Background: an optimization exercise with open tools, aiming at small area and a short achievable clock period. Do not read the settings as production practice. Function was checked by simulation only, so behaviour that the tests miss may differ from the original. No driver is modelled on the clock port, so clocking that relies on it looks cheaper here than on a real chip. Power figures rest on the tool's default switching activity, not on a simulated workload.

Setup of oak:
==> flow/design.v (excerpt) <==
module sram_controller (
    input  logic        hclk,
    input  logic        hreset_n,
    input  logic        hsel,
    input  logic [7:0]  haddr,
    input  logic        hwrite,
    input  logic [1:0]  htrans,
    input  logic [2:0]  hsize,
    input  logic [31:0] hwdata,
    output logic [31:0] hrdata,
    output logic        hready,
    output logic        hresp,
    input  logic        pwr_save_req,
    input  logic        pwr_restore_req,
    output logic        sram_csb0,
    output logic        sram_web0,
    output logic [7:0]  sram_addr0,
    output logic [31:0] sram_din0,
    output logic [3:0]  sram_wmask0,
    input  logic [31:0] sram_dout0,
    output logic        parity_error,
    output logic [1:0]  fsm_state
);
Size in the first run: ~1,300 cells after synthesis, about 300 flip-flops, ~170 I/O pins, roughly 13,000 sq um of cells after synthesis.
==> flow/config.mk <==
export PLATFORM = sky130hd
export DESIGN_NAME = sram_controller
export DESIGN_NICKNAME = sram_controller
export VERILOG_FILES = /design/flow/design.v
export SDC_FILE = /design/flow/constraint.sdc
export NUM_CORES = 4
export LEC_CHECK = 0
export CAP_MARGIN = 20
export CORE_MARGIN = 2
export CORE_UTILIZATION = 40
export GPL_TIMING_DRIVEN = 0
export PLACE_DENSITY = 0.6
export SLEW_MARGIN = 20
export SYNTH_HIERARCHICAL = 1
export SYNTH_MINIMUM_KEEP_SIZE = 0
==> flow/constraint.sdc <==
create_clock -name core_clock -period 10.0 [get_ports {hclk}]
set_input_delay 2.0000 -clock core_clock [delete_from_list [all_inputs] [get_ports {hclk}]]
set_output_delay 2.0000 -clock core_clock [all_outputs]
set_load 0.01 [all_outputs]
standard.sh (not shown) runs the stock make flow with config.mk's settings and CLKGATE_MAP_FILE= SYNTH_SCRIPT=/design/flow/synth_recipe.tcl, a recipe that flattens the netlist after the stock synthesis.
==> flow/flow/run.sh <==
#!/bin/bash
# Own layout flow: the standard ORFS flow (standard.sh: unchanged synthesis,
# floorplan, power grid and tap cells, placement, routing), with hooks that
# change how the paths from the input ports are built:
#  - synthesis buffers are removed at floorplan (REMOVE_ABC_BUFFERS) and the
#    ports are buffered with buf_1;
#  - io_fast.tcl (before the placement resizer): each input buffer drives only
#    the pins that lead to an output port; its loads that only reach registers
#    are moved behind a buffer of their own;
#  - tighten.tcl (CTS and global route stages): the stage's timing repair runs
#    against a tighter input delay (the SDC's is restored right after),
#    followed by a power-recovery pass that sizes cells back down where that
#    tighter delay leaves slack;
#  - the clock tree uses its own buffer list and sink clustering, and no dummy loads.
# The make run's full output goes to standard_flow.log in the work folder;
# ORFS's own per-step logs are under orfs/logs/.
set -euo pipefail
cd "$(dirname "${BASH_SOURCE[0]}")/.."
F=$PWD/flow

export REMOVE_ABC_BUFFERS=1
export BUFFER_PORTS_ARGS="-buffer_cell sky130_fd_sc_hd__buf_1"
export IO_FAST_IN_CELL=sky130_fd_sc_hd__buf_1
export IO_FAST_OUT_CELL=sky130_fd_sc_hd__buf_1
export IO_FAST_ISO_CELL=sky130_fd_sc_hd__buf_4
export IO_FAST_IN_DELAY=${IO_FAST_IN_DELAY:-7.5}
export IO_FAST_RECOVER=100
export PRE_RESIZE_TCL=$F/io_fast.tcl
export PRE_CTS_TCL=$F/tighten.tcl
export PRE_GLOBAL_ROUTE_TCL=$F/tighten.tcl
export CTS_ARGS="-sink_clustering_enable -repair_clock_nets -buf_list {sky130_fd_sc_hd__clkbuf_4} -sink_clustering_size 12 -sink_clustering_max_diameter 30 -dont_use_dummy_load"

bash standard.sh > standard_flow.log 2>&1
==> flow/flow/io_fast.tcl <==
# Port-to-port paths: after buffer_ports, let each input buffer drive only the
# pins that lead combinationally to an output port, and move its other loads
# (those that only reach registers) behind a buffer of their own. Port buffers
# are then sized for speed.

proc io_fast_reaches_output { pin } {
  set paths [find_timing_paths -through $pin -to [all_outputs] -group_path_count 1]
  return [expr { [llength $paths] > 0 }]
}

proc io_fast { } {
  set in_cell  $::env(IO_FAST_IN_CELL)
  set out_cell $::env(IO_FAST_OUT_CELL)
  set iso_cell $::env(IO_FAST_ISO_CELL)
  set clk_port [get_full_name [get_property [lindex [all_clocks] 0] sources]]
  set n_iso 0
  foreach port [get_ports -filter "direction==output"] {
    set net [get_nets [get_full_name $port]]
    set drv [get_pins -of_objects $net -filter "direction==output"]
    if { [llength $drv] != 1 } { continue }
    set inst [get_cells -of_objects $drv]
    if { [string match "*__buf_*" [get_property $inst ref_name]] ||
         [string match "*__clkdlybuf*" [get_property $inst ref_name]] ||
         [string match "*__clkbuf_*" [get_property $inst ref_name]] } {
      replace_cell $inst $out_cell
    }
  }
  foreach port [get_ports -filter "direction==input"] {
    set pname [get_full_name $port]
    if { $pname eq $clk_port } { continue }
    set loads [get_pins -of_objects [get_nets $pname] -filter "direction==input"]
    if { [llength $loads] != 1 } { continue }
    set inbuf [get_cells -of_objects $loads]
    set ref [get_property $inbuf ref_name]
    if { ![string match "*buf*" $ref] } { continue }
    replace_cell $inbuf $in_cell
    set xnet [get_nets -of_objects [get_pins -of_objects $inbuf -filter "direction==output"]]
    set keep {}
    set move {}
    foreach s [get_pins -of_objects $xnet -filter "direction==input"] {
      if { [io_fast_reaches_output $s] } {
        lappend keep $s
      } else {
        lappend move $s
      }
    }
    if { [llength $keep] > 0 && [llength $move] > 1 } {
      insert_buffer -buffer_cell $iso_cell -net $xnet -load_pins $move
      incr n_iso
    }
  }
  puts "io_fast: isolated the register loads of $n_iso input ports"
}

io_fast
==> flow/flow/tighten.tcl <==
# Wraps ORFS's repair_timing_helper so that the stage's own timing repair runs
# against a tighter input delay (IO_FAST_IN_DELAY, max only, instead of the
# SDC's), which makes the repair speed up every path from an input port, to
# registers and to output ports alike. The SDC's input delay is restored
# right after the repair, so nothing of it is written to the stage's SDC.
# With IO_FAST_RECOVER set, a power-recovery pass (which sizes cells down
# where there is slack) follows the repair, against the same tighter delay.
proc io_fast_inputs { } {
  set clk_src [get_full_name [get_property [lindex [all_clocks] 0] sources]]
  set ins {}
  foreach p [all_inputs] {
    if { [get_full_name $p] ne $clk_src } { lappend ins $p }
  }
  return $ins
}

if { [info commands io_fast_orig_repair_timing_helper] eq "" } {
  rename repair_timing_helper io_fast_orig_repair_timing_helper
  proc repair_timing_helper { args } {
    set clk [lindex [all_clocks] 0]
    set ins [io_fast_inputs]
    set_input_delay -max $::env(IO_FAST_IN_DELAY) -clock $clk $ins
    io_fast_orig_repair_timing_helper {*}$args
    if { [info exists ::env(IO_FAST_RECOVER)] && $::env(IO_FAST_RECOVER) > 0 } {
      # Size cells back down where the tighter input delay leaves slack.
      log_cmd repair_timing -recover_power $::env(IO_FAST_RECOVER) -setup_margin 0 -verbose
    }
    set_input_delay -max [expr { $::env(FLOW_PERIOD_NS) * 0.2 }] -clock $clk $ins
    report_worst_slack -max
  }
}
oak reached the end of the flow, and the finished layout is clean on the timing, DRC and antenna checks.
#### Input delta (cedar over oak)
--- a/flow/flow/run.sh
+++ b/flow/flow/run.sh
@@ -6,0 +7,2 @@
+#  - io_pins.tcl (pin placement): the address and write-mask ports are kept
+#    together on one edge;
@@ -26 +28 @@
-export IO_FAST_IN_DELAY=${IO_FAST_IN_DELAY:-7.5}
+export IO_FAST_IN_DELAY=${IO_FAST_IN_DELAY:-7.6}
@@ -27,0 +30 @@
+export PRE_IO_PLACEMENT_TCL=$F/io_pins.tcl
@@ -31 +34 @@
-export CTS_ARGS="-sink_clustering_enable -repair_clock_nets -buf_list {sky130_fd_sc_hd__clkbuf_4} -sink_clustering_size 12 -sink_clustering_max_diameter 30 -dont_use_dummy_load"
+export CTS_ARGS="-sink_clustering_enable -repair_clock_nets -buf_list {sky130_fd_sc_hd__clkbuf_4} -sink_clustering_size 14 -sink_clustering_max_diameter 34 -dont_use_dummy_load"
--- a/flow/flow/io_fast.tcl
+++ b/flow/flow/io_fast.tcl
@@ -4 +4 @@
-# are then sized for speed.
+# are set to the cells the flow names.
==> flow/flow/io_pins.tcl (new file) <==
# Pin placement: keep the address and write-mask ports together on one
# edge: haddr, its pass-through sram_addr0, hsize and sram_wmask0, which
# hsize and the low address bits drive. place_pins still places every pin.
set io_addr_group {}
foreach n {hsize[2] hsize[1] hsize[0]
           sram_wmask0[3] sram_wmask0[2] sram_wmask0[1] sram_wmask0[0]} {
  lappend io_addr_group $n
}
for {set i 0} {$i < 8} {incr i} {
  lappend io_addr_group "haddr\[$i\]" "sram_addr0\[$i\]"
}
set_io_pin_constraint -group -order -pin_names $io_addr_group
--- a/flow/config.mk
+++ b/flow/config.mk
@@ -8 +8 @@
-export CAP_MARGIN = 20
+export CAP_MARGIN = 0
@@ -13 +13 @@
-export SLEW_MARGIN = 20
+export SLEW_MARGIN = 0
Both conditions hold for cedar: the flow ran to the end and the final layout passed the timing, DRC and antenna checks.
In cedar relative to oak, largest net degree at the start of global routing had gone up by more than 10%.
Between cedar and oak, it is cedar whose net total in the final layout is lower, by 0.75%.
| logic gate share of total power | oak vs cedar | ≈ equal |
Summary: first-pass GRT wire length, cedar better than oak
Hold slack up 0.018 ns in cedar wrt oak
Comparing cedar with oak, the maximum frequency came out essentially unchanged.
Against oak, cedar reports a via count that is lower.
Of cedar and oak, the lower global placer's final weighted congestion belongs to cedar.
Summary — total wire length after detailed routing, cedar relative to oak: lower, by 2.4%.
Clock group share of total power ended up 1.4 points lower on cedar than on oak.

[re-timing with driven ports]
The results above use ideal ports. As a check the final layouts listed here were re-extracted and re-timed, cells and wires unchanged.
Step 1 (the two cells are an assumption about what drives the block):
set clk [get_ports {hclk}]
set_driving_cell -lib_cell sky130_fd_sc_hd__clkbuf_16 $clk
set_driving_cell -lib_cell sky130_fd_sc_hd__buf_2 [delete_from_list [all_inputs] $clk]
Step 2 adds t to the input delays and takes it off the output delays; t is the mean of the earliest and latest rising clock arrival at the registers after step 1. Input paths then give back, and output paths get back, about the clock's delay inside the block.
a / b / c = ideal ports / drivers / drivers and shift; a / b = the first two.
run	t (ns)	setup WS [ns]	worst setup path after step 2
oak	0.738	5.503 / 5.456 / 4.825	input to register
cedar	0.710	5.511 / 5.470 / 4.971	input to register
After both steps every run listed still meets setup and hold. For oak, which loses most, drivers alone change the setup slack by -0.047 ns; drivers and shift together by -0.678 ns.
